This design comes from an exercise in tuning for small area, a short achievable clock period and few clock cycles per item on the open sky130 flow, not from production work. At most, simulation tests tie the RTL to the original design; equivalence was not proved. For run 1, only the layout was checked, not whether the RTL still works. Power and IR drop assume default switching activity.

<file path="flow/design.v">
`default_nettype none
`timescale 1 ns / 1 ps
module udp_ipv4_tx (
    input  wire             ap_clk,
    input  wire             ap_rst_n,
    input  wire  [31:0]     my_ip_addr,
    input  wire   [7:0]     ip_protocol,
    input  wire             s_axis_tx_meta_tvalid,
    output wire             s_axis_tx_meta_tready,
    input  wire [255:0]     s_axis_tx_meta_tdata,
    input  wire             s_axis_tx_data_tvalid,
    output wire             s_axis_tx_data_tready,
    input  wire  [63:0]     s_axis_tx_data_tdata,
    input  wire   [7:0]     s_axis_tx_data_tkeep,
    input  wire             s_axis_tx_data_tlast,
    output wire             m_axis_tx_data_tvalid,
    input  wire             m_axis_tx_data_tready,
    output wire   [63:0]    m_axis_tx_data_tdata,
    output wire    [7:0]    m_axis_tx_data_tkeep,
    output wire             m_axis_tx_data_tlast,
    output reg    [31:0]    datagrams_transmitted
);
reg st_h0, st_h1, st_h2, st_h3, st_dat, st_prv, st_ext;
reg st_hdr, st_fix, st_lfix;
reg  [31:0] prev_data;    
reg   [3:1] prev_keep;    
reg         len_zero;     
reg  [13:2] len_r;        
reg         meta_seen;    
wire [31:0] m_dst_ip   = s_axis_tx_meta_tdata[31:0];
wire [15:0] m_dst_port = s_axis_tx_meta_tdata[47:32];
wire [15:0] m_src_port = s_axis_tx_meta_tdata[95:80];
wire [15:0] m_len      = s_axis_tx_meta_tdata[111:96];
wire [15:0] tot_len    = {2'b00, len_r, m_len[1:0]};
wire [15:0] udp_len    = {2'b00, len_r, m_len[1:0]};
wire in_v    = s_axis_tx_data_tvalid;
wire in_last = s_axis_tx_data_tlast;
wire in_k4   = s_axis_tx_data_tkeep[4];
wire rdy     = m_axis_tx_data_tready;
assign m_axis_tx_data_tvalid = (st_h0 & meta_seen) | st_fix | (st_dat & in_v);
wire out_hs  = m_axis_tx_data_tvalid & rdy;
wire data_hs = st_dat & in_v & rdy;
assign s_axis_tx_data_tready = st_dat & rdy;
assign s_axis_tx_meta_tready = st_h3 & rdy & (len_zero | in_v);
assign m_axis_tx_data_tlast = st_lfix | (st_dat & in_last & ~in_k4);
assign m_axis_tx_data_tkeep[0]   = 1'b1;
assign m_axis_tx_data_tkeep[3:1] = st_ext ? prev_keep : 3'b111;
assign m_axis_tx_data_tkeep[7:4] = st_hdr ? 4'hF :
                                   st_dat ? s_axis_tx_data_tkeep[3:0] : 4'h0;
wire [31:0] lo_dst = {m_dst_ip[7:0], m_dst_ip[15:8], m_dst_ip[23:16], m_dst_ip[31:24]};
wire        n_h0;         
wire        n_h01;        
udp_inv  u_n_h0  (.a(st_h0), .y(n_h0));
udp_nor2 u_n_h01 (.a(st_h0), .b(st_h1), .y(n_h01));
genvar i;
for (i = 0; i < 32; i = i + 1) begin : g_lo
    wire n_dst, n_prv;
    udp_nand2 u_dst (.a(st_h2),  .b(lo_dst[i]),    .y(n_dst));
    udp_nand2 u_prv (.a(st_prv), .b(prev_data[i]), .y(n_prv));
    if (i < 8) begin : b0
        if (i < 6) begin : u
            wire n_udp;
            udp_nand2 u_udp (.a(st_h3), .b(udp_len[8+i]), .y(n_udp));
            if (i == 0 || i == 2) begin : c
                udp_nand4 u_out (.a(n_dst), .b(n_prv), .c(n_udp), .d(n_h0),
                                 .y(m_axis_tx_data_tdata[i]));
            end else begin : nc
                udp_nand3 u_out (.a(n_dst), .b(n_prv), .c(n_udp),
                                 .y(m_axis_tx_data_tdata[i]));
            end
        end else if (i == 6) begin : c6
            udp_nand3 u_out (.a(n_dst), .b(n_prv), .c(n_h01),
                             .y(m_axis_tx_data_tdata[i]));
        end else begin : c7
            udp_nand2 u_out (.a(n_dst), .b(n_prv), .y(m_axis_tx_data_tdata[i]));
        end
    end else if (i < 16) begin : b1
        wire n_pro, n_udp;
        udp_nand2 u_pro (.a(st_h1), .b(ip_protocol[i-8]), .y(n_pro));
        udp_nand2 u_udp (.a(st_h3), .b(udp_len[i-8]),     .y(n_udp));
        udp_nand4 u_out (.a(n_dst), .b(n_prv), .c(n_pro), .d(n_udp),
                         .y(m_axis_tx_data_tdata[i]));
    end else if (i < 22) begin : b2
        wire n_tot;
        udp_nand2 u_tot (.a(st_h0), .b(tot_len[i-8]), .y(n_tot));
        udp_nand3 u_out (.a(n_dst), .b(n_prv), .c(n_tot), .y(m_axis_tx_data_tdata[i]));
    end else if (i < 24) begin : b2z
        udp_nand2 u_out (.a(n_dst), .b(n_prv), .y(m_axis_tx_data_tdata[i]));
    end else begin : b3
        wire n_tot;
        udp_nand2 u_tot (.a(st_h0), .b(tot_len[i-24]), .y(n_tot));
        udp_nand3 u_out (.a(n_dst), .b(n_prv), .c(n_tot), .y(m_axis_tx_data_tdata[i]));
    end
end
wire [31:0] hi_ports = {m_dst_port[7:0], m_dst_port[15:8], m_src_port[7:0], m_src_port[15:8]};
for (i = 0; i < 32; i = i + 1) begin : g_hi
    wire n_ip, n_pt, n_dat;
    udp_nand2 u_ip  (.a(st_h1),  .b(my_ip_addr[i]),             .y(n_ip));
    udp_nand2 u_pt  (.a(st_h2),  .b(hi_ports[i]),               .y(n_pt));
    udp_nand2 u_dat (.a(st_dat), .b(s_axis_tx_data_tdata[i]),   .y(n_dat));
    udp_nand3 u_out (.a(n_ip),   .b(n_pt), .c(n_dat),           .y(m_axis_tx_data_tdata[32+i]));
end
wire to_ext = st_dat & in_last & in_k4;
always @(posedge ap_clk) begin
    if (!ap_rst_n) begin
        st_h0   <= 1'b1;
        st_h1   <= 1'b0;
        st_h2   <= 1'b0;
        st_h3   <= 1'b0;
        st_dat  <= 1'b0;
        st_prv  <= 1'b0;
        st_ext  <= 1'b0;
        st_hdr  <= 1'b1;
        st_fix  <= 1'b0;
        st_lfix <= 1'b0;
    end else if (out_hs) begin
        st_h0   <= m_axis_tx_data_tlast;
        st_h1   <= st_h0;
        st_h2   <= st_h1;
        st_h3   <= st_h2;
        st_dat  <= (st_h2 & ~len_zero) | (st_dat & ~in_last);
        st_prv  <= st_dat & (~in_last | in_k4);
        st_ext  <= to_ext;
        st_hdr  <= m_axis_tx_data_tlast | st_h0 | st_h1;
        st_fix  <= st_h0 | st_h1 | (st_h2 & len_zero) | to_ext;
        st_lfix <= (st_h2 & len_zero) | to_ext;
    end
end
always @(posedge ap_clk) begin
    if (data_hs) begin
        prev_data <= s_axis_tx_data_tdata[63:32];
        prev_keep <= s_axis_tx_data_tkeep[7:5];
    end
end
wire        len_u = st_h2 | st_h3;
wire  [3:0] len_lo = {1'b0, m_len[4:2]} + {1'b0, ~len_u, 1'b1, ~len_u};
wire  [8:0] len_ones;      
assign len_ones[0] = 1'b1;
for (i = 1; i < 9; i = i + 1) begin : g_len
    assign len_ones[i] = len_ones[i-1] & m_len[4+i];
end
wire  [8:0] len_inc = {9{len_lo[3]}} & len_ones;
always @(posedge ap_clk) begin
    len_zero  <= (m_len[13:0] == 14'd0);
    len_r     <= {m_len[13:5] ^ len_inc, len_lo[2:0]};
    meta_seen <= ap_rst_n & s_axis_tx_meta_tvalid & ~s_axis_tx_meta_tready;
end
wire [31:0] cnt_ones;
assign cnt_ones[0] = 1'b1;
for (i = 1; i < 32; i = i + 1) begin : g_cnt
    assign cnt_ones[i] = cnt_ones[i-1] & datagrams_transmitted[i-1];
end
always @(posedge ap_clk) begin
    if (!ap_rst_n)
        datagrams_transmitted <= 32'd0;
    else
        datagrams_transmitted <= datagrams_transmitted ^
                                 ({32{out_hs & m_axis_tx_data_tlast}} & cnt_ones);
end
endmodule
module udp_nand2 (input wire a, input wire b, output wire y);
assign y = ~(a & b);
endmodule
module udp_nand3 (input wire a, input wire b, input wire c, output wire y);
assign y = ~(a & b & c);
endmodule
module udp_nand4 (input wire a, input wire b, input wire c, input wire d, output wire y);
assign y = ~(a & b & c & d);
endmodule
module udp_inv (input wire a, output wire y);
assign y = ~a;
endmodule
module udp_nor2 (input wire a, input wire b, output wire y);
assign y = ~(a | b);
endmodule
</file>
<file path="flow/flow/run.sh">
#!/bin/bash
# Standard ORFS layout (the standard.sh, unchanged synthesis), with the
# port buffers made from the smallest buffer instead of the default choice
# and the pins allowed on every routing track, so a smaller die fits them.
set -euo pipefail
export BUFFER_PORTS_ARGS="-buffer_cell sky130_fd_sc_hd__buf_1"
export PLACE_PINS_ARGS="-min_distance 1 -min_distance_in_tracks"
bash standard.sh synth > synth.log 2>&1
bash standard.sh finish > layout.log 2>&1
</file>
<file path="flow/standard.sh">
#!/bin/bash
# synth_recipe.tcl (not shown) runs the flow's synth.tcl, then flattens the netlist and writes it again
# the make line also repeats each setting of config.mk as NAME=value (left out here)
make -C /OpenROAD-flow-scripts/flow DESIGN_CONFIG=/design/flow/config.mk WORK_HOME=/design/flow/orfs CLKGATE_MAP_FILE= SYNTH_SCRIPT=/design/flow/synth_recipe.tcl "${@:-finish}"
</file>
<file path="flow/config.mk">
export PLATFORM = sky130hd
export DESIGN_NAME = udp_ipv4_tx
export DESIGN_NICKNAME = udp_ipv4_tx
export VERILOG_FILES = /design/flow/design.v
export SDC_FILE = /design/flow/constraint.sdc
export NUM_CORES = 4
export LEC_CHECK = 0
export CAP_MARGIN = 20
export CORE_AREA = 2.5 2.5 97.5 97.5
export DIE_AREA = 0 0 100 100
export PLACE_DENSITY = 0.7
export SETUP_SLACK_MARGIN = 2.3
export SLEW_MARGIN = 20
export SYNTH_HIERARCHICAL = 1
</file>
<file path="flow/constraint.sdc">
create_clock -name core_clock -period 5.0 [get_ports {ap_clk}]
set_input_delay 1.0000 -clock core_clock [delete_from_list [all_inputs] [get_ports {ap_clk}]]
set_output_delay 1.0000 -clock core_clock [all_outputs]
set_load 0.01 [all_outputs]
</file>
==> run summary, run 1 <==
CP cell instances buf_2, and3b_2, nor2_2, inv_2, buf_2; Area Overhead vs Synth 31.3%; Routed Antenna Nets 0; CP max-delay cell and3b_2; Worst R2R Setup Slack 2580 ps; Final Core Density 0.709; largest net degree at the start of global routing 42; Finished Layout Cells approximately 1000; Seq pwr share 0.545; worst hold slack 504 ps; Mapped Nets between 900 and 1000; drt drc 0; Starting Density 0.540; GR Overflow Total 0; commonest non-fill, non-tap cell in the layout buf_1; Most common cell on crit path buf_2; Final nets around 1300; Sw Share 0.281; Die Wd 100 µm; Seq/Total Area, Yosys 0.461; Least-Margin Pin Slew about 850 ps; prevailing post-synth register cell dfxtp_1; initial antenna violation count 3; TritonCTS buffer count 9; Overall Global Routing Usage 0.295; Clk Latency, worst-skew pair 370 ps; # H-tree levels 3; final number of hold-violating endpoints 0; synthesized instance count between 500 and 600; final setup TNS 0 ps; vias post-DR 5381; Worst setup EP type output pin; P_int 1050 µW; count of input and output buffers between 300 and 400; Die H ~100 µm; clock slew at reported path FFs 90 ps; Comb power frac 0.135; Clock Path Buffers 2; vias in the first global route 5000; Setup crit start s_axis_tx_data_tlast; most frequent cells in the layout 299 x buf_1, 230 x nand2_1, 60 x nand3_1; P_sw slightly above 400 µW; Post-synth EDFFs 35; RSZ-0062 raised after global routing false; CP Launch Type input port; Post-synth ARST share 0; pwr dens 236 mW/mm²; Yosys top cell by area dfxtp_1; gp weighted congestion 0.900; # Max-Cap Violations 0; Synth warnings 7; 1st-iter DRT viols 237; Hold Startpoint datagrams_transmitted[27]; layout cells sized above 1 0.0511; post-DR vias/cell 5.31; final setup skew 18.2 ps; Synth cell types 48; setup violators final 0; crit path time final 2670 ps; Reg-to-Reg Start datagrams_transmitted[1]; crit-path max cell delay between 200 and 250 ps; IO Pins 482; mean routed wirelength per cell 15.5 µm; Placement Rows 34; total wire length ~16 mm; root buf cell clkbuf_8; CP max FO 5; Worst slew margin 0.433; top post-synthesis cells by area dfxtp_1 24%, edfxtp_1 22%, nand2_1 18%; Max Clk Rate 375 MHz; first drt pass iteration count 5; clock share of power 0.320; CTS tree done; Pleak 0.00218 µW; Worst Hold Class flop to flop; Post-Syn Area per Cell 7.98 µm²; share of the synthesized area in the top cell type 0.238; Synth Cell Area 0.00471 mm²; Synth Register Bits between 90 and 100; post-DP HPWL 12.0 mm; Worst EP arrival 1670 ps; CTS sink count 91; first-pass GRT wire length 23.2 mm; DIE AREA 0.0100 mm²; Worst Setup Path Type input port to output pin; CP required 4000 ps; status timing/DRC/antenna clean; Final period util 0.533; Max VDD drop 147 µV; Max Slew Vio Count 0; core area 0.00872 mm²; DP Cell Count 992
==> synthesized netlist by cell type, types with 8 or more instances <==
cell        n
xnor2_1    23
nor4_1      8
dfxtp_1    56
nand3_1    60
edfxtp_1   35
nand2_1   230
nand4_1    19
a21oi_1    17
inv_1      16
nor2_1     30
==> routing by layer <==
layer / global-route usage / share of wire
met2: 0.491 / 0.48
met4: 0.193 / 0.053
met3: 0.0557 / 0.081
met5: 0 / 0
met1: 0.349 / 0.38
==> per-module statistics from Yosys, one instance, submodules excluded <==
| module | cells inside | flops+latches | times used |
|---|---|---|---|
| udp_ipv4_tx | 328 | 91 | 1 |
| udp_nand3 | 1 | 0 | 51 |
| udp_inv | 1 | 0 | 1 |
| udp_nand2 | 1 | 0 | 199 |
| udp_nand4 | 1 | 0 | 10 |
| udp_nor2 | 1 | 0 | 1 |
==> per-stage QoR <==
step / setup WS (ps) / total power (µW) / cell area [µm²]
3_5_place_dp: 1970 / 1010 / 5950
6_report: 2330 / 1460 / 6180
3_3_place_gp: 2020 / 1000 / 5950
5_1_grt: 2300 / 1520 / 6180
4_1_cts: 2300 / 1460 / 6140
2_1_floorplan: 2490 / 900 / 4710
==> repair_timing <==
action                     4_1_cts  5_1_grt
resized for setup                8        8
pin swaps                        0        0
hold buffers                     0        0
setup endpoints to repair       65       47
cloned                           0        0
setup buffers                    0        1
==> power by group through the flow <==
stage | registers, µW | clock network [µW] | logic (µW)
after floorplan | 813 | 0 | 86.5
after global placement | 813 | 0 | 188
after detailed placement | 813 | 0 | 193
after CTS | 796 | 473 | 194
after global routing | 799 | 500 | 219
final | 796 | 468 | 197
==> logic make-up (layout without fill, tap and decap cells) <==
family,after synthesis,after routing,share of synthesized area
adder cells (fa/ha/maj),5,5,0.0133
AO/OA/AOI/OAI,42,42,0.0577
multiplexers,3,3,0.00638
XOR/XNOR,26,26,0.0484
buffers and inverters,29,340,0.0263
AND/OR/NAND/NOR,393,393,0.386
flip-flops,91,91,0.461
other,1,5,0.000796
==> worst max-delay path: cells and delay by family <==
family	cells	cell delay (ps)
buffers and inverters	3	340
AND/OR/NAND/NOR	2	330
==> sequential cells by signal, indices dropped and copies added (netlist names), 3 cells and up <==
register and count:
datagrams_transmitted 32, len_r 12, prev_data 32, prev_keep 3
==> path summary, 6_finish.rpt <==
kind,endpoint,cells past startpoint
worst max register to register,datagrams_transmitted[25],5
worst min register to register,datagrams_transmitted[27],2
worst max-delay path,m_axis_tx_data_tlast,5
worst min-delay path,datagrams_transmitted[27],2
==> area by class of cell <==
class                   count  area [µm²]
well taps                 108         135
clock inverters             6        48.8
diodes                      4        10.0
inverters                  17        67.6
repair buffers            307        1200
multi-input cells         470        2420
flip-flops and latches     91        2180
clock buffers              10         128
fillers                   775        2540
==> inputs of run 2 (changes only) <==
--- a/flow/design.v
+++ b/flow/design.v
@@ -38,14 +38,26 @@
 wire in_k4   = s_axis_tx_data_tkeep[4];
 wire rdy     = m_axis_tx_data_tready;
-assign m_axis_tx_data_tvalid = (st_h0 & meta_seen) | st_fix | (st_dat & in_v);
+wire n_vreg, n_vdat;
+udp_aoi21 u_vreg (.a(st_h0), .b(meta_seen), .c(st_fix), .y(n_vreg));
+udp_nand2 u_vdat (.a(st_dat), .b(in_v), .y(n_vdat));
+udp_nand2 u_vout (.a(n_vreg), .b(n_vdat), .y(m_axis_tx_data_tvalid));
 wire out_hs  = m_axis_tx_data_tvalid & rdy;
 wire data_hs = st_dat & in_v & rdy;
 assign s_axis_tx_data_tready = st_dat & rdy;
 assign s_axis_tx_meta_tready = st_h3 & rdy & (len_zero | in_v);
-assign m_axis_tx_data_tlast = st_lfix | (st_dat & in_last & ~in_k4);
+wire n_lfix, n_ldat;
+udp_inv    u_lfix (.a(st_lfix), .y(n_lfix));
+udp_nand3b u_ldat (.a_n(in_k4), .b(st_dat), .c(in_last), .y(n_ldat));
+udp_nand2  u_lout (.a(n_lfix), .b(n_ldat), .y(m_axis_tx_data_tlast));
 assign m_axis_tx_data_tkeep[0]   = 1'b1;
 assign m_axis_tx_data_tkeep[3:1] = st_ext ? prev_keep : 3'b111;
-assign m_axis_tx_data_tkeep[7:4] = st_hdr ? 4'hF :
-                                   st_dat ? s_axis_tx_data_tkeep[3:0] : 4'h0;
+wire n_hdr;
+udp_inv u_hdr (.a(st_hdr), .y(n_hdr));
+genvar i;
+for (i = 0; i < 4; i = i + 1) begin : g_keep
+    wire n_k;
+    udp_nand2 u_k   (.a(st_dat), .b(s_axis_tx_data_tkeep[i]), .y(n_k));
+    udp_nand2 u_out (.a(n_hdr), .b(n_k), .y(m_axis_tx_data_tkeep[4+i]));
+end
 wire [31:0] lo_dst = {m_dst_ip[7:0], m_dst_ip[15:8], m_dst_ip[23:16], m_dst_ip[31:24]};
 wire        n_h0;         
@@ -53,5 +65,4 @@
 udp_inv  u_n_h0  (.a(st_h0), .y(n_h0));
 udp_nor2 u_n_h01 (.a(st_h0), .b(st_h1), .y(n_h01));
-genvar i;
 for (i = 0; i < 32; i = i + 1) begin : g_lo
     wire n_dst, n_prv;
@@ -174,2 +185,8 @@
 assign y = ~(a | b);
 endmodule
+module udp_nand3b (input wire a_n, input wire b, input wire c, output wire y);
+assign y = ~(~a_n & b & c);
+endmodule
+module udp_aoi21 (input wire a, input wire b, input wire c, output wire y);
+assign y = ~((a & b) | c);
+endmodule
==> run 2 against run 1 <==
Compared with the run above: sequential cell count unchanged; combinational power about the same; register-to-register slack got worse by 180 ps; non-clock buffer count rose by 3; sequential power is essentially flat; sequential share of layout area up 0.21 points; largest power group unchanged.
==> run summary, run 2 <==
gp weighted congestion 0.911 (+1.2%); root buf cell clkbuf_8; Max Clk Rate 372 MHz (-0.82%); Max Slew Vio Count 0 (unchanged); CTS sink count 91 (unchanged); clock slew at reported path FFs 90 ps (about the same); final instance area 0.00614 mm² (-0.77%); crit path time final 2690 ps (+22.2 ps); layout cells sized above 1 0.0335 (-0.0176); pwr dens 233 mW/mm² (-1.5%); 1st-iter DRT viols 262 (+11%); Hold Startpoint st_fix; count of input and output buffers 302 (unchanged); Worst setup EP type flop; Seq/Total Area, Yosys 0.466 (+0.00495); CP max FO 14 (+9); Worst Hold Class flop to flop; TritonCTS buffer count 9 (unchanged); # H-tree levels 3 (unchanged); Die H 100 µm (unchanged); core area 0.00872 mm² (unchanged); CP top delay family simple AND/OR/NAND/NOR gates; initial antenna violation count 0 (-3); synthesized instance count 581 (-1.5%); setup violators final 0 (unchanged); post-DR vias/cell 5.19 (-2.3%); Synth Register Bits 91 (unchanged); largest net degree at the start of global routing 51 (+21%); most used standard cell by instance count after synthesis nand2_1; Least-Margin Pin Slew 756 ps (-94.8 ps); R2R depth 7 (+2); final number of hold-violating endpoints 0 (unchanged); Synth Cell Area 0.00466 mm² (-1.1%); Mapped Nets 960 (-0.93%); vias post-DR 5210 (-3.2%); met3 usage 0.0864 (+0.0306); crit-path max cell delay 770 ps (+550 ps); WHS Path Cells 2 (unchanged); drt drc 0 (unchanged); synth cell count leaders 243 x nand2_1, 65 x nand3_1, 56 x dfxtp_1; Max VDD drop 202 µV (+38%); status timing/DRC/antenna clean; post-DP HPWL 11.5 mm (-4.1%); final setup skew 10.4 ps (-7.76 ps); Synth warnings 7 (unchanged); first-pass GRT wire length 22.4 mm (-3.7%); Worst R2R Setup Slack 2400 ps (-180 ps); busiest grt layer met2; DIE AREA 0.0100 mm² (unchanged); share of the synthesized area in the top cell type 0.241 (+0.00256); top post-synthesis cells by area dfxtp_1 24%, edfxtp_1 23%, nand2_1 20%; Synth cell types 37 (-23%); worst r2r dst datagrams_transmitted[11]; Total Power 1430 µW (-2.2%); Die Wd 100 µm (unchanged); IO Pins 482 (unchanged); Overall Global Routing Usage 0.281 (-0.0140); top flop regs datagrams_transmitted: 32 flops, prev_data: 32 flops, len_r: 12 flops; first drt pass iteration count 5 (unchanged); Post-synth EDFFs 35 (unchanged); mean routed wirelength per cell 15.0 µm (-3.7%); number of fill cells in the layout 790 (+1.9%); vias in the first global route 4778 (-4.4%); prevailing post-synth register cell dfxtp_1; CP Launch Type input port; met1 usage 0.340 (-0.00864); Worst Setup Path Type input port to flop; CP cell instances buf_1, nand2_1, nand2_1, nand2_1, nor4_1, nand4_1, xnor2_1, and2_1; commonest non-fill, non-tap cell in the layout buf_1; Clock Path Buffers 2 (unchanged); CP required 5260 ps (+1260 ps); Post-Syn Area per Cell 8.02 µm² (+0.47%); Worst slew margin 0.491 (+0.0585); Final nets 1270 (-0.39%); CP max-delay cell nor4_1; # Max-Cap Violations 0 (unchanged); antenna diode count 0 (-4); CTS tree done; M2 GR Usage 0.473 (-0.0181); Post-synth ARST share 0 (unchanged); Starting Density 0.534 (-0.00574); Buf/Inv on CP 1 (-2); Placement Rows 34 (unchanged); RSZ-0062 raised after global routing true; Most common cell on crit path nand2_1; Routed Antenna Nets 0 (unchanged); Pleak 0.00224 µW (+2.4%); Reg-to-Reg Start st_h0; final setup TNS 0 ps (unchanged); Area Overhead vs Synth 31.7%; DP Area 0.00593 mm² (-0.27%); Clk Latency, worst-skew pair 350 ps (-20 ps); Final period util 0.538 (+0.00443); most frequent cells in the layout 302 x buf_1, 243 x nand2_1, 65 x nand3_1; Worst EP arrival 2950 ps (+1280 ps); GR Overflow Total 0 (unchanged); total wire length 15.0 mm (-4.5%); Yosys top cell by area dfxtp_1; hold path endpoint st_fix
## run 2: cell types whose count changed after synthesis, moves of 7 or more
| cell | change |
|---|---|
| and2_1 | +23 |
| nand2_1 | +13 |
| a21oi_1 | -13 |
| nor2_1 | -23 |
| inv_1 | -7 |
| xor2_1 | +7 |
## run 2: cell type report
class	instances	area, µm²	share of cell area
multi-input combinational	470	2410	0.393
sequential	91	2180	0.355
timing repair buffer	310	1210	0.197
tap	108	135	0.0220
clock buffer	9	124	0.0202
clock inverter	7	43.8	0.00714
inverter	9	33.8	0.00550
## run 2: cell families (layout without fill, tap and decap cells)
group                    Yosys count  after routing  synth area share
other                              1              1          0.000805
adder cells (fa/ha/maj)            5              5            0.0134
buffers and inverters             20            335            0.0175
AND/OR/NAND/NOR                  401            401             0.398
XOR/XNOR                          31             31            0.0583
AO/OA/AOI/OAI                     32             32            0.0459
flip-flops                        91             91             0.466
## run 2: metal layers
metal | vias to the layer above | part of all wire
li1 | 2588 | -
met1 | 2313 | 0.40
met2 | 277 | 0.45
met3 | 32 | 0.12
met4 | 0 | 0.033
met5 | - | 0
## run 2: worst max path at each step
stage / startpoint / endpoint / slack (ps) / cells after the start
2_1_floorplan: s_axis_tx_data_tkeep[4] / datagrams_transmitted[11] / 2500 / 7
3_3_place_gp: s_axis_tx_data_tvalid / datagrams_transmitted[31] / 2050 / 8
3_5_place_dp: s_axis_tx_data_tvalid / datagrams_transmitted[31] / 1950 / 8
4_1_cts: st_h2 / m_axis_tx_data_tdata[31] / 2300 / 4
5_1_grt: s_axis_tx_data_tvalid / datagrams_transmitted[11] / 2190 / 8
6_report: s_axis_tx_data_tvalid / datagrams_transmitted[11] / 2310 / 8
## run 2: worst reg2reg max path, stage by stage, from the launching register on
cell and delay, ps:
dfxtp_2 610, a21oi_2 100, nand2_1 150, nand2_1 330, nor4_1 780, nand4_1 210
xnor2_1 170, and2_1 160
## run 2: per-module statistics from Yosys (local to each module, per instance)
module | area, µm² | flip-flops and latches | cells
udp_nor2 | 3.75 | 0 | 1
udp_ipv4_tx | 3520 | 91 | 304
udp_nand3 | 5.00 | 0 | 1
udp_nand4 | 6.26 | 0 | 1
udp_aoi21 | 8.76 | 0 | 1
udp_inv | 3.75 | 0 | 1
udp_nand3b | 7.51 | 0 | 1
udp_nand2 | 3.75 | 0 | 1
## run 2: power breakdown
part	internal (µW)	switching (µW)	total, µW
combinational	82.3	114	196
sequential	780	12.6	793
clock	178	262	440
total	1040	389	1430
## run 2: timing repair
| item | in CTS | in global routing |
|---|---|---|
| buffers inserted | 0 | 1 |
| pin swaps | 0 | 0 |
| gates cloned | 0 | 0 |
| setup endpoints to repair | 53 | 21 |
| hold buffers | 0 | 0 |
| gates resized for setup | 3 | 3 |
## run 2: per-stage QoR
step	std cells	hold WS, ps	setup WS, ps	util
final	1004	495	2310	0.704
after global routing	1004	523	2190	0.704
after CTS	1003	489	2300	0.701
after detailed placement	987	477	1950	0.680
after global placement	987	465	2050	0.680
after floorplan	581	455	2500	-
Testbench counts of run 2, summed over its fixed seeds: cycles 93,634, packets 4,800.
==> inputs of run 3 (changes only) <==
--- a/flow/config.mk
+++ b/flow/config.mk
@@ -10,5 +10,5 @@
 export DIE_AREA = 0 0 100 100
 export PLACE_DENSITY = 0.7
-export SETUP_SLACK_MARGIN = 2.3
+export SETUP_SLACK_MARGIN = 2.45
 export SLEW_MARGIN = 20
 export SYNTH_HIERARCHICAL = 1
==> run 3 against run 2 <==
Compared with the run above: still clean; via count increased by 0.73%; setup slack improved by 140 ps; sequential cell count unchanged; wire length increased by 1.1%; die area unchanged; combinational power increased by 3%; critical endpoint is now m_axis_tx_data_tlast; largest power group unchanged.
==> run summary, run 3 <==
vias in the first global route 4808 (+0.63%); post-DR vias/cell 5.21 (+0.43%); Area Overhead vs Synth 33.4%; Starting Density 0.534 (unchanged); Yosys top cell by area dfxtp_1; DIE AREA 0.0100 mm² (unchanged); Clock Path Buffers 2 (unchanged); CP Launch Type input port; CP required 4000 ps (-1260 ps); Seq pwr share 0.552 (-0.003); Synth cell types 37 (unchanged); Post-synth EDFFs 35 (unchanged); CTS sink count 91 (unchanged); Final period util 0.510 (-0.0279); Finished Layout Cells 1007 (+0.30%); Synth Register Bits 91 (unchanged); first drt pass iteration count 5 (unchanged); count of input and output buffers 302 (unchanged); first-pass GRT wire length 22.7 mm (+1.4%); Max VDD drop 202 µV (+0.16%); gp weighted congestion 0.911 (unchanged); Post-Synth Simple-Gate Area 0.398 (unchanged); DP Cell Count 987 (unchanged); P_sw 391 µW (+0.57%); worst r2r dst datagrams_transmitted[31]; drt drc 0 (unchanged); clock share of power 0.307 (about the same); post-DP HPWL 11.5 mm (unchanged); Post-synth ARST share 0 (unchanged); top post-synthesis cells by area dfxtp_1 24%, edfxtp_1 23%, nand2_1 20%; Worst Hold Class flop to flop; Routed Antenna Nets 0 (unchanged); Max Slew Vio Count 0 (unchanged); Reg-to-Reg Start st_h0; prevailing post-synth register cell dfxtp_1; R2R depth 7 (unchanged); Worst R2R Setup Slack 2790 ps (+390 ps); Worst EP arrival 1550 ps (-1400 ps); Die H 100 µm (unchanged); RSZ-0062 raised after global routing true; Total Power 1440 µW (+0.40%); initial antenna violation count 0 (unchanged); pwr dens 231 mW/mm² (-0.89%); Mapped Nets 960 (unchanged); synthesized instance count 581 (unchanged); Die Wd 100 µm (unchanged); Adder-Cell Fraction of Synth Area 0.0134 (unchanged); crit path time final 2550 ps (-139 ps); TritonCTS buffer count 9 (unchanged); Comb power frac 0.141 (+0.004); antenna diode count 0 (unchanged); synth cell count leaders 243 x nand2_1, 65 x nand3_1, 56 x dfxtp_1; clock slew at reported path FFs 80 ps (about the same); 1st-iter DRT viols 289 (+10%); largest family of logic cells by synthesized area simple AND/OR/NAND/NOR gates; Synth Cell Area 0.00466 mm² (unchanged); Least-Margin Pin Slew 510 ps (-246 ps); final setup skew 9.96 ps (-0.426 ps); area of the multi-input gates 0.00244 mm² (+1.1%); Sw Share 0.273 (+0.000458); top flop regs datagrams_transmitted: 32 flops, prev_data: 32 flops, len_r: 12 flops; Post-Syn Area per Cell 8.02 µm² (unchanged); Final nets 1273 (+0.24%); CTS tree done; # H-tree levels 3 (unchanged); register area 0.00218 mm² (+0.11%); fin worst setup slack 2450 ps (+139 ps); cts hold-fix bufs 0 (unchanged); Worst setup EP type output pin; Pleak 0.00228 µW (+1.7%); Place WS 1950 ps (unchanged); final setup TNS 0 ps (unchanged); Synth warnings 7 (unchanged); IO Pins 482 (unchanged); Clk Latency, worst-skew pair 350 ps (about the same); mean routed wirelength per cell 15.1 µm (+0.80%); share of the synthesized area in the top cell type 0.241 (unchanged); CP max FO 4 (-10); Worst Setup Path Type input port to output pin; most used standard cell by instance count after synthesis nand2_1; root buf cell clkbuf_8; # Max-Cap Violations 0 (unchanged); status timing/DRC/antenna clean; largest net degree at the start of global routing 51 (unchanged); Max Clk Rate 392 MHz (+5.5%); Seq/Total Area, Yosys 0.466 (unchanged); total wire length 15.2 mm (+1.1%); setup violators final 0 (unchanged); mux share of post-synthesis cell area 0 (unchanged); final number of hold-violating endpoints 0 (unchanged); XOR/XNOR Fraction of Synth Area 0.0583 (unchanged); layout cells sized above 1 0.0467 (+0.0132); post-synthesis compound-gate area fraction 0.0459 (unchanged); Overall Global Routing Usage 0.285 (+0.00414); number of fill cells in the layout 782 (-1.0%); core area 0.00872 mm² (unchanged); GR Overflow Total 0 (unchanged); most frequent cells in the layout 299 x buf_1, 240 x nand2_1, 65 x nand3_1; Hold Startpoint st_fix; hold path endpoint st_fix; commonest non-fill, non-tap cell in the layout buf_1; vias post-DR 5248 (+0.73%); Placement Rows 34 (unchanged); P_int 1040 µW (+0.34%); WHS Path Cells 2 (unchanged); Worst slew margin 0.657 (+0.166)
## run 3: changes by cell type in the layout (fill, tap and decap cells not counted), moves of 2 or more
cell	before	now
dfxtp_2	1	3
dfxtp_1	54	52
buf_1	302	299
nand2_1	243	240
nand2_2	1	3
buf_4	5	7
buf_12	0	2
buf_2	0	2
buf_6	2	0
## run 3: kinds of logic (layout without fill, tap and decap cells)
kind of cell / Yosys count / count (layout)
other: 1 / 1
buffers and inverters: 20 / 338
adder cells (fa/ha/maj): 5 / 5
flip-flops: 91 / 91
XOR/XNOR: 31 / 31
AO/OA/AOI/OAI: 32 / 32
AND/OR/NAND/NOR: 401 / 401
## run 3: what timing repair did
item,CTS,global route
setup endpoints to repair,76,61
pin swaps,0,2
gates resized for setup,14,11
buffers inserted,1,3
## run 3: worst max path at each step
stage	from	to	slack (ps)	depth (start not counted)
after global routing	s_axis_tx_data_tkeep[4]	m_axis_tx_data_tlast	2430	4
after floorplan	s_axis_tx_data_tkeep[4]	datagrams_transmitted[11]	2500	7
after global placement	s_axis_tx_data_tvalid	datagrams_transmitted[31]	2050	8
final	s_axis_tx_data_tkeep[4]	m_axis_tx_data_tlast	2450	4
after detailed placement	s_axis_tx_data_tvalid	datagrams_transmitted[31]	1950	8
after CTS	st_h2	m_axis_tx_data_tdata[31]	2440	4
## run 3: Yosys stat by module, one instance, submodules excluded
module	flip-flops and latches	cell area [µm²]	cells inside
udp_nand3b	0	7.51	1
udp_nand3	0	5.00	1
udp_nand2	0	3.75	1
udp_inv	0	3.75	1
udp_nand4	0	6.26	1
udp_nor2	0	3.75	1
udp_ipv4_tx	91	3520	304
udp_aoi21	0	8.76	1
## run 3: final cells by class
cell class,instances,share of cell area
inverter,9,0.00543
clock inverter,7,0.00704
clock buffer,9,0.0199
multi-input combinational,470,0.393
tap,108,0.0217
timing repair buffer,313,0.203
sequential,91,0.351
## run 3: layer usage
metal / vias up / track usage / share of wire
met3: 31 / 0.0850 / 0.12
met5: - / 0 / 0
li1: 2589 / - / -
met4: 0 / 0.105 / 0.032
met2: 273 / 0.478 / 0.46
met1: 2355 / 0.350 / 0.39
## run 3: metrics by stage
step,area (µm²),utilization,hold slack (ps)
4_1_cts,6160,0.706,489
3_3_place_gp,5930,0.680,465
6_report,6220,0.713,495
5_1_grt,6220,0.713,523
3_5_place_dp,5930,0.680,477
2_1_floorplan,4660,-,455
## run 3: worst max-delay path: stages
cell and delay [ps]:
buf_1 90, nand3b_1 180, nand2_2 130, buf_2 140
## run 3: power by group through the flow
stage               Sequential [µW]  Clock [µW]  Combinational, µW
detailed placement              811           0                193
floorplan                       813           0               83.7
global route                    795         477                223
CTS                             793         446                197
finish                          793         440                202
global placement                810           0                190
==> inputs of run 4 (changes only) <==
--- a/flow/config.mk
+++ b/flow/config.mk
@@ -10,5 +10,5 @@
 export DIE_AREA = 0 0 100 100
 export PLACE_DENSITY = 0.7
-export SETUP_SLACK_MARGIN = 2.45
+export SETUP_SLACK_MARGIN = 2.65
 export SLEW_MARGIN = 20
 export SYNTH_HIERARCHICAL = 1
==> run 4 against run 3 <==
Compared with the run above: combinational power is 16% higher; global-route usage rose by 2.0 points; clock skew is 9.6 ps higher; largest cell class unchanged.
==> run summary, run 4 <==
first-pass GRT wire length 24.1 mm (+6.3%); initial antenna violation count 0 (unchanged); Final period util 0.498 (-0.0120); vias in the first global route 5027 (+4.6%); Die Wd 100 µm (unchanged); Max Slew Vio Count 0 (unchanged); Buf/Inv on CP 2 (unchanged); pwr dens 218 mW/mm² (-5.4%); Setup crit start s_axis_tx_data_tkeep[4]; Worst slew margin 0.436 (-0.221); DP Cell Count 983 (-0.41%); post-DR vias/cell 5.37 (+3.0%); Max VDD drop 204 µV (+0.99%); status timing/DRC/antenna clean; 1st-iter DRT viols 322 (+11%); Routed Antenna Nets 0 (unchanged); CP required 4000 ps (about the same); Final nets 1289 (+1.3%); Hold Startpoint datagrams_transmitted[27]; Reg-to-Reg Start st_dat; Pleak 0.00279 µW (+23%); top flop regs datagrams_transmitted: 32 flops, prev_data: 32 flops, len_r: 12 flops; gp weighted congestion 0.894 (-1.9%); setup violators final 0 (unchanged); post-DP HPWL 11.5 mm (about the same); # Max-Cap Violations 0 (unchanged); commonest non-fill, non-tap cell in the layout nand2_1; CP Launch Type input port; # H-tree levels 3 (unchanged); Clock Path Buffers 2 (unchanged); RSZ-0062 raised after global routing true; top post-synthesis cells by area dfxtp_1 24%, edfxtp_1 23%, nand2_1 20%; GR Overflow Total 0 (unchanged); Synth warnings 7 (unchanged); Clk Latency, worst-skew pair 370 ps (+20 ps); Worst Setup Path Type input port to output pin; share of the synthesized area in the top cell type 0.241 (unchanged); Overall Global Routing Usage 0.306 (+0.0204); Starting Density 0.534 (unchanged); Area Overhead vs Synth 45.9%; most used standard cell by instance count after synthesis nand2_1; Finished Layout Cells 1025 (+1.8%); vias post-DR 5503 (+4.9%); Max Clk Rate 402 MHz (+2.4%); Worst setup EP type output pin; Total Power 1480 µW (+3.4%); CTS tree done; CP top delay family simple AND/OR/NAND/NOR gates; Synth cell types 37 (unchanged); Worst Hold Class flop to flop; cts hold-fix bufs 0 (unchanged); final setup TNS 0 ps (unchanged); largest net degree at the start of global routing 51 (unchanged); synth cell count leaders 243 x nand2_1, 65 x nand3_1, 56 x dfxtp_1; Post-Syn Area per Cell 8.02 µm² (unchanged); DIE AREA 0.0100 mm² (unchanged); Post-synth ARST share 0 (unchanged); synthesized instance count 581 (unchanged); core area 0.00872 mm² (unchanged); CP max-delay cell nand3b_1; Least-Margin Pin Slew 846 ps (+335 ps); Worst R2R Setup Slack 2810 ps (+20 ps); count of input and output buffers 302 (unchanged); CTS sink count 91 (unchanged); root buf cell clkbuf_8; total wire length 16.6 mm (+9.5%); most frequent cells in the layout 230 x nand2_1, 225 x buf_1, 53 x buf_2; CP max FO 3 (-1); final setup skew 19.6 ps (+9.61 ps); Place WS 1780 ps (-170 ps); fin worst setup slack 2510 ps (+59.8 ps); CP cell instances buf_6, nand3b_1, nand2_2, buf_6; prevailing post-synth register cell dfxtp_1; Placement Rows 34 (unchanged); layout cells sized above 1 0.176 (+0.129); crit-path max cell delay 150 ps (-30 ps); mean routed wirelength per cell 16.2 µm (+7.6%); Mapped Nets 960 (unchanged); Worst EP arrival 1490 ps (-60 ps); Seq/Total Area, Yosys 0.466 (unchanged); final number of hold-violating endpoints 0 (unchanged); Synth Register Bits 91 (unchanged); Die H 100 µm (unchanged); Synth Cell Area 0.00466 mm² (unchanged); Final Core Density 0.779 (+0.0666); number of fill cells in the layout 632 (-19%); first drt pass iteration count 6 (+1); Post-synth EDFFs 35 (unchanged); crit path time final 2490 ps (-59.8 ps); clock slew at reported path FFs 90 ps (about the same); TritonCTS buffer count 9 (unchanged); drt drc 0 (unchanged); IO Pins 482 (unchanged); Yosys top cell by area dfxtp_1; Most common cell on crit path buf_6
run 4: routing by layer:
layer	GRT usage	wire, µm
met5	0	0
met3	0.0850	1830
met2	0.521	8080
met4	0.126	456
met1	0.365	6250
run 4: power breakdown:
part / switching [µW] / internal (µW) / total (µW)
clock: 271 / 186 / 457
sequential: 14.2 / 779 / 793
combinational: 121 / 113 / 234
total: 406 / 1080 / 1480
run 4: final cells by class:
| cell class | instances | area (µm²) | area share |
|---|---|---|---|
| Tap cell | 108 | 135 | 0.0199 |
| Clock buffer | 10 | 128 | 0.0188 |
| Inverter | 9 | 33.8 | 0.00497 |
| Sequential cell | 91 | 2190 | 0.322 |
| Multi-Input combinational cell | 470 | 2580 | 0.380 |
| Antenna cell | 2 | 5.00 | 0.000736 |
| Timing Repair Buffer | 329 | 1670 | 0.246 |
| Clock inverter | 6 | 47.5 | 0.00699 |
run 4: logic make-up (layout without fill, tap and decap cells):
family          after synthesis  after routing  synth area share
buf+inv                      20            354            0.0175
flops                        91             91             0.466
xor+xnor                     31             31            0.0583
other cells                   1              3          0.000805
simple gates                401            401             0.398
compound gates               32             32            0.0459
fa+ha+maj                     5              5            0.0134
run 4: path summary, 6_finish.rpt:
path                                                   to  cells after the start
worst min-delay path            datagrams_transmitted[27]                      2
worst max-delay path                 m_axis_tx_data_tlast                      4
worst min register to register  datagrams_transmitted[27]                      2
worst max register to register  datagrams_transmitted[21]                     11
run 4: tightest hold or removal path, cell delays in order (launching register included):
cell	delay (ps)
dfxtp_1	330
nand2_1	60
o21ai_1	50
run 4: modules after synthesis, one instance, submodules excluded:
module       area (µm²)  flops+latches  cells inside  times used
udp_nand3b         7.51              0             1           1
udp_nand2          3.75              0             1         210
udp_inv            3.75              0             1           3
udp_nor2           3.75              0             1           1
udp_nand4          6.26              0             1          10
udp_ipv4_tx        3520             91           304           1
udp_nand3          5.00              0             1          51
udp_aoi21          8.76              0             1           1
run 4: what timing repair did:
item	4_1_cts	5_1_grt
pin swaps	21	47
gates cloned	0	2
setup buffers	17	5
setup endpoints to repair	103	96
gates resized for setup	104	69
run 4: metrics by stage:
stage | hold slack, ps | cell area [µm²]
after floorplan | 455 | 4690
after global placement | 465 | 5920
after detailed placement | 475 | 5920
after CTS | 488 | 6500
after global routing | 521 | 6790
final | 475 | 6800
==> inputs of run 5 (changes only) <==
--- a/flow/config.mk
+++ b/flow/config.mk
@@ -10,5 +10,5 @@
 export DIE_AREA = 0 0 100 100
 export PLACE_DENSITY = 0.7
-export SETUP_SLACK_MARGIN = 2.65
+export SETUP_SLACK_MARGIN = 2.5
 export SLEW_MARGIN = 20
 export SYNTH_HIERARCHICAL = 1
==> run 5 against run 4 <==
Compared with the run above: via count down 4.4%; wire length is 7.7% lower; final area shrank 7.0%; sequential cell count did not move; clock-buffer cell count is 1 lower; register-to-register slack got worse by 70 ps; hold slack better by 18 ps; cell count is 0.78% lower; area after synthesis stayed put; maximum frequency fell by 0.28%; die area unchanged; critical path type unchanged; critical endpoint unchanged; highest routed layer unchanged.
==> run summary, run 5 <==
Final nets 1282 (-0.54%); Max Slew Vio Count 0 (unchanged); Max VDD drop 212 µV (+3.7%); IO Pins 482 (unchanged); Max Clk Rate 400 MHz (-0.28%); Overall Global Routing Usage 0.285 (-0.0204); CP required 4000 ps (about the same); first drt pass iteration count 4 (-2); Total Power 1440 µW (-2.7%); status timing/DRC/antenna clean; Die Wd 100 µm (unchanged); Clk Latency, worst-skew pair 360 ps (about the same); clock slew at reported path FFs 100 ps (about the same); vias in the first global route 4812 (-4.3%); gp weighted congestion 0.911 (+2.0%); # H-tree levels 3 (unchanged); count of input and output buffers 302 (unchanged); core area 0.00872 mm² (unchanged); share of the synthesized area in the top cell type 0.241 (unchanged); first-pass GRT wire length 22.7 mm (-5.9%); drt drc 0 (unchanged); CTS tree done; most used standard cell by instance count after synthesis nand2_1; XOR/XNOR Fraction of Synth Area 0.0583 (unchanged); Placement Rows 34 (unchanged); Die H 100 µm (unchanged); mean routed wirelength per cell 15.1 µm (-7.0%); vias post-DR 5259 (-4.4%); CTS sink count 91 (unchanged); largest family of logic cells by synthesized area simple AND/OR/NAND/NOR gates; Worst setup EP type output pin; CP cell instances buf_6, nand3b_1, nand2_2, buf_6; post-DP HPWL 11.5 mm (about the same); CP max FO 3 (unchanged); Worst EP arrival 1500 ps (about the same); TritonCTS buffer count 9 (unchanged); Post-synth EDFFs 35 (unchanged); synth cell count leaders 243 x nand2_1, 65 x nand3_1, 56 x dfxtp_1; RSZ-0062 raised after global routing true; Yosys top cell by area dfxtp_1; final setup skew 16.4 ps (-3.13 ps); largest net degree at the start of global routing 51 (unchanged); total wire length 15.3 mm (-7.7%); Buf/Inv on CP 2 (unchanged); layout cells sized above 1 0.0672 (-0.109); crit path time final 2500 ps (+7.01 ps); top post-synthesis cells by area dfxtp_1 24%, edfxtp_1 23%, nand2_1 20%; Adder-Cell Fraction of Synth Area 0.0134 (unchanged); Seq/Total Area, Yosys 0.466 (unchanged); root buf cell clkbuf_8; pwr dens 228 mW/mm² (+4.6%); Post-Syn Area per Cell 8.02 µm² (unchanged); Synth Register Bits 91 (unchanged); commonest non-fill, non-tap cell in the layout buf_1; # Max-Cap Violations 0 (unchanged); most frequent cells in the layout 291 x buf_1, 240 x nand2_1, 65 x nand3_1; crit-path max cell delay 160 ps (about the same); Pleak 0.00236 µW (-16%); Most common cell on crit path buf_6; Post-synth ARST share 0 (unchanged); mux share of post-synthesis cell area 0 (unchanged); DIE AREA 0.0100 mm² (unchanged); GR Overflow Total 0 (unchanged); worst hold slack 494 ps (+18.4 ps); synthesized instance count 581 (unchanged); Finished Layout Cells 1017 (-0.78%); 1st-iter DRT viols 212 (-34%); CP top delay family simple AND/OR/NAND/NOR gates; Final period util 0.499 (+0.00140); final number of hold-violating endpoints 0 (unchanged); post-DR vias/cell 5.17 (-3.7%); CP Launch Type input port; setup violators final 0 (unchanged); Synth Cell Area 0.00466 mm² (unchanged); Worst Setup Path Type input port to output pin; prevailing post-synth register cell dfxtp_1; CP max-delay cell nand3b_1; initial antenna violation count 0 (unchanged); post-synthesis compound-gate area fraction 0.0459 (unchanged); final setup TNS 0 ps (unchanged); top flop regs datagrams_transmitted: 32 flops, prev_data: 32 flops, len_r: 12 flops; Area Overhead vs Synth 35.6%; Clock Path Buffers 2 (unchanged); Routed Antenna Nets 0 (unchanged); Synth cell types 37 (unchanged); Starting Density 0.534 (unchanged); Mapped Nets 960 (unchanged); Worst Hold Class flop to flop; Post-Synth Simple-Gate Area 0.398 (unchanged); DP Cell Count 987 (+0.41%); Synth warnings 7 (unchanged)
## run 5: cell count changes in the layout (fill, tap and decap cells not counted), sizes merged
| cell | delta |
|---|---|
| buf | -7 |
| clkbuf | -1 |
| clkinv | -1 |
| clkinvlp | +4 |
| diode | -1 |
| inv | -2 |
## run 5: tightest hold or removal path: stages, from the launching register on
cell and delay (ps):
dfxtp_1 330, o21ai_0 70, a21boi_1 60
## run 5: timing repair
action | in CTS | in global routing
hold buffers | 0 | 0
endpoints found under the setup margin | 84 | 68
endpoints found under the hold margin | 0 | 0
setup buffers | 4 | 9
resized for setup | 20 | 18
pin swaps | 2 | 5
## run 5: modules after synthesis (local to each module, per instance)
module       times used  cells inside
udp_aoi21             1             1
udp_nand3b            1             1
udp_nand3            51             1
udp_ipv4_tx           1           304
udp_inv               3             1
udp_nor2              1             1
udp_nand4            10             1
udp_nand2           210             1
## run 5: layout make-up
class | count | area (µm²)
multi-input combinational | 470 | 2440
fill | 762 | 2400
sequential | 91 | 2180
timing repair buffer | 322 | 1350
tap | 108 | 135
clock buffer | 9 | 124
clock inverter | 7 | 43.8
inverter | 9 | 33.8
antenna | 1 | 2.50
## run 5: metrics by stage
step | util | worst slack, ps | instance area (µm²)
floorplan | - | 2500 | 4660
finish | 0.725 | 2500 | 6320
global placement | 0.680 | 2050 | 5930
CTS | 0.712 | 2470 | 6210
detailed placement | 0.680 | 1950 | 5930
global route | 0.724 | 2400 | 6320
## run 5: power breakdown
part | total [µW] | internal [µW] | switching [µW]
Combinational | 207 | 89.7 | 117
Clock | 444 | 178 | 266
Sequential | 793 | 781 | 12.4
Total | 1440 | 1050 | 396
## run 5: logic make-up (layout without fill, tap and decap cells)
group | Yosys count | after routing
buffers and inverters | 20 | 347
DFF | 91 | 91
xor gates and xnor gates | 31 | 31
and+or+nand+nor | 401 | 401
adders and majority gates | 5 | 5
AOI/OAI and AO/OA | 32 | 32
other | 1 | 2
## run 5: final timing paths
path	slack (ps)	end	depth (start not counted)	start
worst max-delay path	2500	m_axis_tx_data_tlast	4	s_axis_tx_data_tkeep[4]
worst min-delay path	490	datagrams_transmitted[31]	2	datagrams_transmitted[31]
worst max register to register	2740	datagrams_transmitted[24]	8	st_h0
worst min register to register	490	datagrams_transmitted[31]	2	datagrams_transmitted[31]
## run 5: routing by layer
layer,share of wire,track usage,up-vias
met2,0.46,0.476,259
met5,0,0,-
met3,0.11,0.0857,26
met4,0.027,0.111,0
met1,0.40,0.349,2363
li1,-,-,2611
==> inputs of run 6 (changes only) <==
--- a/flow/config.mk
+++ b/flow/config.mk
@@ -9,6 +9,6 @@
 export CORE_AREA = 2.5 2.5 97.5 97.5
 export DIE_AREA = 0 0 100 100
-export PLACE_DENSITY = 0.7
-export SETUP_SLACK_MARGIN = 2.5
+export PLACE_DENSITY = 0.8
+export SETUP_SLACK_MARGIN = 2.55
 export SLEW_MARGIN = 20
 export SYNTH_HIERARCHICAL = 1
==> run 6 against run 5 <==
Compared with the run above: still clean; sequential share of layout area shrank 0.11 points; hold slack gained 6.7 ps; register-to-register slack is essentially flat; global-route usage grew 0.36 points; sequential power is essentially flat; synthesized cell count is the same.
==> run summary, run 6 <==
status timing/DRC/antenna clean; Worst EP arrival 1510 ps (about the same); Max VDD drop 172 µV (-19%); Seq/Total Area, Yosys 0.466 (unchanged); Synth Register Bits 91 (unchanged); final setup skew 16.1 ps (-0.329 ps); post-DP HPWL 11.1 mm (-3.5%); most used standard cell by instance count after synthesis nand2_1; CP top delay family simple AND/OR/NAND/NOR gates; prevailing post-synth register cell dfxtp_1; Synth Cell Area 0.00466 mm² (unchanged); initial antenna violation count 0 (unchanged); CP required 4000 ps (about the same); Die H 100 µm (unchanged); Area Overhead vs Synth 36.5%; wl on met1 5.75 mm (-5.9%); pwr dens 236 mW/mm² (+3.3%); Buf/Inv on CP 2 (unchanged); top flop regs datagrams_transmitted: 32 flops, prev_data: 32 flops, len_r: 12 flops; # Max-Cap Violations 0 (unchanged); total wire length 15.2 mm (-0.68%); WHS Path Cells 2 (unchanged); post-synthesis compound-gate area fraction 0.0459 (unchanged); number of fill cells in the layout 766 (+0.52%); Worst R2R Setup Slack 2730 ps (about the same); vias in the first global route 5041 (+4.8%); Pleak 0.00239 µW (+1.5%); Worst slew margin 0.669; IO Pins 482 (unchanged); crit path time final 2510 ps (+11.9 ps); Worst Setup Path Type input port to output pin; top post-synthesis cells by area dfxtp_1 24%, edfxtp_1 23%, nand2_1 20%; TritonCTS buffer count 9 (unchanged); first-pass GRT wire length 23.2 mm (+2.2%); Clock Path Buffers 2 (unchanged); XOR/XNOR Fraction of Synth Area 0.0583 (unchanged); final setup TNS 0 ps (unchanged); Post-Syn Area per Cell 8.02 µm² (unchanged); Routed Antenna Nets 0 (unchanged); final number of hold-violating endpoints 0 (unchanged); layout cells sized above 1 0.0708 (+0.00362); antenna diode count 0 (-1); Overall Global Routing Usage 0.289 (+0.00360); Die Wd 100 µm (unchanged); Final period util 0.502 (+0.00238); Final Core Density 0.729 (+0.00473); most frequent cells in the layout 286 x buf_1, 239 x nand2_1, 65 x nand3_1; CTS tree done; CP Depth 4 (unchanged); # H-tree levels 3 (unchanged); Worst Hold Class flop to flop; count of input and output buffers 302 (unchanged); Least-Margin Pin Slew 492 ps; Max Clk Rate 399 MHz (-0.48%); root buf cell clkbuf_8; clock slew at reported path FFs 90 ps (about the same); CP max FO 3 (unchanged); area of the multi-input gates 0.00245 mm² (+0.20%); setup violators final 0 (unchanged); Synth cell types 37 (unchanged); first drt pass iteration count 5 (+1); Max Slew Vio Count 0 (unchanged); largest family of logic cells by synthesized area simple AND/OR/NAND/NOR gates; 1st-iter DRT viols 206 (-2.8%); crit-path max cell delay 160 ps (about the same); mean routed wirelength per cell 15.0 µm (-0.19%); Yosys top cell by area dfxtp_1; RSZ-0062 raised after global routing true; R2R depth 8 (unchanged); Mapped Nets 960 (unchanged); Placement Rows 34 (unchanged); Clk Latency, worst-skew pair 350 ps (about the same); vias post-DR 5385 (+2.4%); DIE AREA 0.0100 mm² (unchanged); Final nets 1278 (-0.31%); CTS sink count 91 (unchanged); CP max-delay cell nand3b_1; CP Launch Type input port; synthesized instance count 581 (unchanged); Post-synth ARST share 0 (unchanged); GR Overflow Total 0 (unchanged); register area 0.00219 mm² (+0.34%); commonest non-fill, non-tap cell in the layout buf_1; Synth warnings 7 (unchanged); CP cell instances buf_6, nand3b_1, nand2_2, buf_6; Most common cell on crit path buf_6; drt drc 0 (unchanged); Post-Synth Simple-Gate Area 0.398 (unchanged); synth cell count leaders 243 x nand2_1, 65 x nand3_1, 56 x dfxtp_1; gp weighted congestion 0.896 (-1.7%); share of the synthesized area in the top cell type 0.241 (unchanged); metal2 WL 7.32 mm (+3.9%); Worst setup EP type output pin; Post-synth EDFFs 35 (unchanged); Starting Density 0.534 (unchanged); Adder-Cell Fraction of Synth Area 0.0134 (unchanged); mux share of post-synthesis cell area 0 (unchanged); met3 WL 1.63 mm (-7.1%); Top Layer Used met4; largest net degree at the start of global routing 51 (unchanged); core area 0.00872 mm² (unchanged); post-DR vias/cell 5.32 (+2.9%)
[run 6: cell counts after synthesis]
Identical to the previous run, type by type.
[run 6: through the flow]
step / setup slack [ps] / hold WS [ps] / power (µW) / area [µm²] / cells
2_1_floorplan: 2530 / 455 / 897 / 4670 / 581
3_3_place_gp: 1880 / 467 / 996 / 5920 / 984
3_5_place_dp: 1820 / 491 / 1000 / 5920 / 984
4_1_cts: 2480 / 506 / 1500 / 6250 / 1004
5_1_grt: 2490 / 552 / 1560 / 6360 / 1012
6_report: 2490 / 500 / 1500 / 6360 / 1012
[run 6: cells by family (layout without fill, tap and decap cells)]
logic type | after synthesis | after routing
compound gates | 32 | 32
xor+xnor | 31 | 31
fa+ha+maj | 5 | 5
buf+inv | 20 | 343
flops | 91 | 91
other cells | 1 | 1
simple gates | 401 | 401
[run 6: layer usage]
layer,GRT usage,vias to the layer above
li1,-,2601
met1,0.345,2430
met2,0.481,303
met3,0.0801,51
met4,0.144,0
met5,0,-
[run 6: layout make-up]
cell class / instances / area share
timing repair buffer: 318 / 0.213
clock inverter: 7 / 0.0116
clock buffer: 9 / 0.0195
sequential: 91 / 0.344
tap: 108 / 0.0212
inverter: 9 / 0.00531
multi-input combinational: 470 / 0.385
[run 6: repair_timing]
action / CTS / global route
pin swaps: 2 / 2
hold buffers: 0 / 0
resized for setup: 28 / 18
setup buffers: 4 / 8
endpoints found under the setup margin: 104 / 82
[run 6: path summary, 6_finish.rpt]
check                                    to                       from
setup reg to reg  datagrams_transmitted[31]                     st_dat
hold / removal    datagrams_transmitted[27]  datagrams_transmitted[27]
setup / recovery       m_axis_tx_data_tlast    s_axis_tx_data_tkeep[4]
hold reg to reg   datagrams_transmitted[27]  datagrams_transmitted[27]
[run 6: Yosys stat by module (local to each module, per instance)]
module | copies in the design | cells
udp_aoi21 | 1 | 1
udp_ipv4_tx | 1 | 304
udp_nand3 | 51 | 1
udp_inv | 3 | 1
udp_nand4 | 10 | 1
udp_nand2 | 210 | 1
udp_nor2 | 1 | 1
udp_nand3b | 1 | 1
[run 6: worst reg2reg max path, cell delays in order, from the launching register on]
cell and delay, ps:
dfxtp_2 390, buf_12 210, nand2_1 90, nand2_2 100, nand2_2 230, nor4_4 440
nand3_4 210, or3_1 410, a21boi_1 140
[run 6: where the power goes]
group	total (µW)	switching [µW]	leakage, µW	internal, µW
Sequential	793	13.6	0.000774	780
Combinational	208	116	0.00152	92.4
Clock	499	265	0.0000972	235
==> inputs of run 7 (changes only) <==
--- a/flow/config.mk
+++ b/flow/config.mk
@@ -9,5 +9,5 @@
 export CORE_AREA = 2.5 2.5 97.5 97.5
 export DIE_AREA = 0 0 100 100
-export PLACE_DENSITY = 0.8
+export PLACE_DENSITY = 0.6
 export SETUP_SLACK_MARGIN = 2.55
 export SLEW_MARGIN = 20
==> run 7 against run 6 <==
Compared with the run above: register-to-register slack better by 80 ps; via count down 0.91%; combinational power down 3%; non-clock buffer count is 4 lower; critical endpoint unchanged.
==> run summary, run 7 <==
Max Clk Rate 401 MHz (+0.66%); crit path time final 2490 ps (-16.5 ps); Starting Density 0.534 (unchanged); total wire length 15.2 mm (-0.24%); drt drc 0 (unchanged); CP max-delay cell nand3b_1; post-DP HPWL 11.4 mm (+2.4%); prevailing post-synth register cell dfxtp_1; Max VDD drop 183 µV (+6.7%); Worst setup EP type output pin; root buf cell clkbuf_8; 1st-iter DRT viols 233 (+13%); final setup TNS 0 ps (unchanged); top flop regs datagrams_transmitted: 32 flops, prev_data: 32 flops, len_r: 12 flops; Mapped Nets 960 (unchanged); CP max FO 4 (+1); DP Cell Count 984 (unchanged); Synth Register Bits 91 (unchanged); most used standard cell by instance count after synthesis nand2_1; CTS sink count 91 (unchanged); Placement Rows 34 (unchanged); IO Pins 482 (unchanged); status timing/DRC/antenna clean; CP top delay family simple AND/OR/NAND/NOR gates; Least-Margin Pin Slew 808 ps (+316 ps); post-DR vias/cell 5.28 (-0.81%); Yosys top cell by area dfxtp_1; layout cells sized above 1 0.0678 (-0.00302); Worst Setup Path Type input port to output pin; final setup skew 17.0 ps (+0.855 ps); Worst slew margin 0.461 (-0.208); synthesized instance count 581 (unchanged); commonest non-fill, non-tap cell in the layout buf_1; first-pass GRT wire length 23.3 mm (+0.18%); WHS Path Cells 2 (unchanged); Worst Hold Class flop to flop; Clock Path Buffers 2 (unchanged); top post-synthesis cells by area dfxtp_1 24%, edfxtp_1 23%, nand2_1 20%; share of the synthesized area in the top cell type 0.241 (unchanged); Post-synth EDFFs 35 (unchanged); largest net degree at the start of global routing 51 (unchanged); DIE AREA 0.0100 mm² (unchanged); Seq/Total Area, Yosys 0.466 (unchanged); first drt pass iteration count 7 (+2); crit-path max cell delay 160 ps (about the same); Synth warnings 7 (unchanged); mean routed wirelength per cell 15.0 µm (-0.14%); setup violators final 0 (unchanged); TritonCTS buffer count 9 (unchanged); Most common cell on crit path buf_6; GR Overflow Total 0 (unchanged); CTS tree done; CP Launch Type input port; most frequent cells in the layout 287 x buf_1, 240 x nand2_1, 65 x nand3_1; Max Slew Vio Count 0 (unchanged); Die Wd 100 µm (unchanged); gp weighted congestion 0.913 (+2.0%); vias in the first global route 4893 (-2.9%); count of input and output buffers 302 (unchanged); Finished Layout Cells 1011 (-0.099%); # Max-Cap Violations 0 (unchanged); RSZ-0062 raised after global routing true; CP cell instances buf_6, nand3b_1, nand2_2, buf_6; Post-Syn Area per Cell 8.02 µm² (unchanged); Final period util 0.498 (-0.00329); R2R depth 8 (unchanged); synth cell count leaders 243 x nand2_1, 65 x nand3_1, 56 x dfxtp_1; Synth Cell Area 0.00466 mm² (unchanged); final number of hold-violating endpoints 0 (unchanged); Area Overhead vs Synth 36.4%; Worst EP arrival 1490 ps (-20 ps); initial antenna violation count 3 (+3); Buf/Inv on CP 2 (unchanged); CP required 4000 ps (about the same); Post-synth ARST share 0 (unchanged); Pleak 0.00239 µW (-0.17%); core area 0.00872 mm² (unchanged); Clk Latency, worst-skew pair 370 ps (+20 ps); # H-tree levels 3 (unchanged); vias post-DR 5336 (-0.91%); Die H 100 µm (unchanged); CP Depth 4 (unchanged); clock slew at reported path FFs 90 ps (about the same); Overall Global Routing Usage 0.290 (+0.000885); Routed Antenna Nets 0 (unchanged); worst hold slack 499 ps (-1.25 ps); Synth cell types 37 (unchanged); pwr dens 238 mW/mm² (+1.0%); Final nets 1274 (-0.31%)
[run 7: cell counts after synthesis]
No cell type changed its count.
[run 7: logic make-up after synthesis]
group                      after synthesis  synth area share
xor gates and xnor gates                31            0.0583
adders and majority gates                5            0.0134
DFF                                     91             0.466
buffers and inverters                   20            0.0175
AOI/OAI and AO/OA                       32            0.0459
other                                    1          0.000805
and+or+nand+nor                        401             0.398
[run 7: where the power goes]
part	total [µW]	leakage, µW	switching, µW	internal (µW)
clock network	519	0.000107	279	240
registers	794	0.000774	13.8	780
logic	202	0.00151	112	89.6
[run 7: per-stage QoR]
| stage | utilization | cell area [µm²] | setup WS [ps] | power (µW) |
|---|---|---|---|---|
| after global placement | 0.679 | 5920 | 1870 | 997 |
| after floorplan | - | 4670 | 2530 | 897 |
| final | 0.729 | 6350 | 2510 | 1510 |
| after CTS | 0.722 | 6300 | 2490 | 1520 |
| after global routing | 0.729 | 6350 | 2480 | 1580 |
| after detailed placement | 0.679 | 5920 | 1820 | 1000 |
[run 7: modules after synthesis, one instance, submodules excluded]
module	flops+latches	cells	copies in the design	cell area (µm²)
udp_nand3b	0	1	1	7.51
udp_nand4	0	1	10	6.26
udp_nor2	0	1	1	3.75
udp_aoi21	0	1	1	8.76
udp_nand3	0	1	51	5.00
udp_inv	0	1	3	3.75
udp_nand2	0	1	210	3.75
udp_ipv4_tx	91	304	1	3520
[run 7: cell type report]
class / count / area, µm²
repair buffers: 314 / 1330
clock inverters: 7 / 81.3
inverters: 9 / 33.8
clock buffers: 9 / 124
diodes: 3 / 7.51
flip-flops and latches: 91 / 2190
fillers: 744 / 2370
well taps: 108 / 135
multi-input cells: 470 / 2460
[run 7: worst paths after layout]
check                         endpoint                    start  slack, ps
hold reg to reg                 st_fix                   st_fix        500
setup / recovery  m_axis_tx_data_tlast  s_axis_tx_data_tkeep[4]       2510
hold / removal                  st_fix                   st_fix        500
setup reg to reg             len_r[13]                    st_h2       2810
[run 7: worst min-delay path, stage by stage (launching register included)]
cell      delay, ps
dfxtp_1         330
nand2_1          50
a21boi_0         70
[run 7: metal layers]
metal / track usage / routed length [µm]
met4: 0.153 / 763
met2: 0.470 / 7050
met5: 0 / 0
met1: 0.354 / 5680
met3: 0.0794 / 1700
[run 7: repair_timing]
item                       4_1_cts  5_1_grt
gates cloned                     1        0
pin swaps                        4        4
resized for setup               30       15
setup buffers                    5        2
setup endpoints to repair      102       69
hold buffers                     0        0

re-timing with driven ports:
The results above use ideal ports. As a check the final layouts listed here were re-extracted and re-timed, cells and wires unchanged. Step 1: set_driving_cell puts a clkbuf_16 on ap_clk and a buf_2 on each other input, an assumption about the parent block. Step 2 times the ports against the registers' clock, not the clock port: input delays grow and output delays shrink by t, the midpoint of the rising clock arrivals with the driver on. Three values: no drivers, after step 1, after step 2; two values: the first two.
| run | shift t [ns] | setup WS [ns] | hold WS [ns] | worst register clock-pin slew, ns |
|---|---|---|---|---|
| run 1 | 0.397 | 2.333 / 2.296 / 2.114 | 0.504 / 0.504 / 0.504 | 0.11 / 0.11 |
| run 2 | 0.383 | 2.311 / 2.304 / 1.921 | 0.495 / 0.495 / 0.495 | 0.09 / 0.09 |
| run 3 | 0.381 | 2.450 / 2.400 / 2.188 | 0.495 / 0.495 / 0.495 | 0.09 / 0.09 |
| run 4 | 0.392 | 2.510 / 2.464 / 2.213 | 0.475 / 0.475 / 0.475 | 0.11 / 0.11 |
| run 5 | 0.382 | 2.503 / 2.457 / 2.129 | 0.494 / 0.494 / 0.494 | 0.10 / 0.10 |
| run 6 | 0.379 | 2.491 / 2.445 / 2.199 | 0.500 / 0.500 / 0.500 | 0.10 / 0.10 |
| run 7 | 0.394 | 2.508 / 2.446 / 2.270 | 0.499 / 0.499 / 0.499 | 0.11 / 0.11 |
After both steps every run listed still meets setup and hold. The setup slack of run 2, which loses most, moves by -0.007 ns with the drivers and by -0.390 ns with both steps.
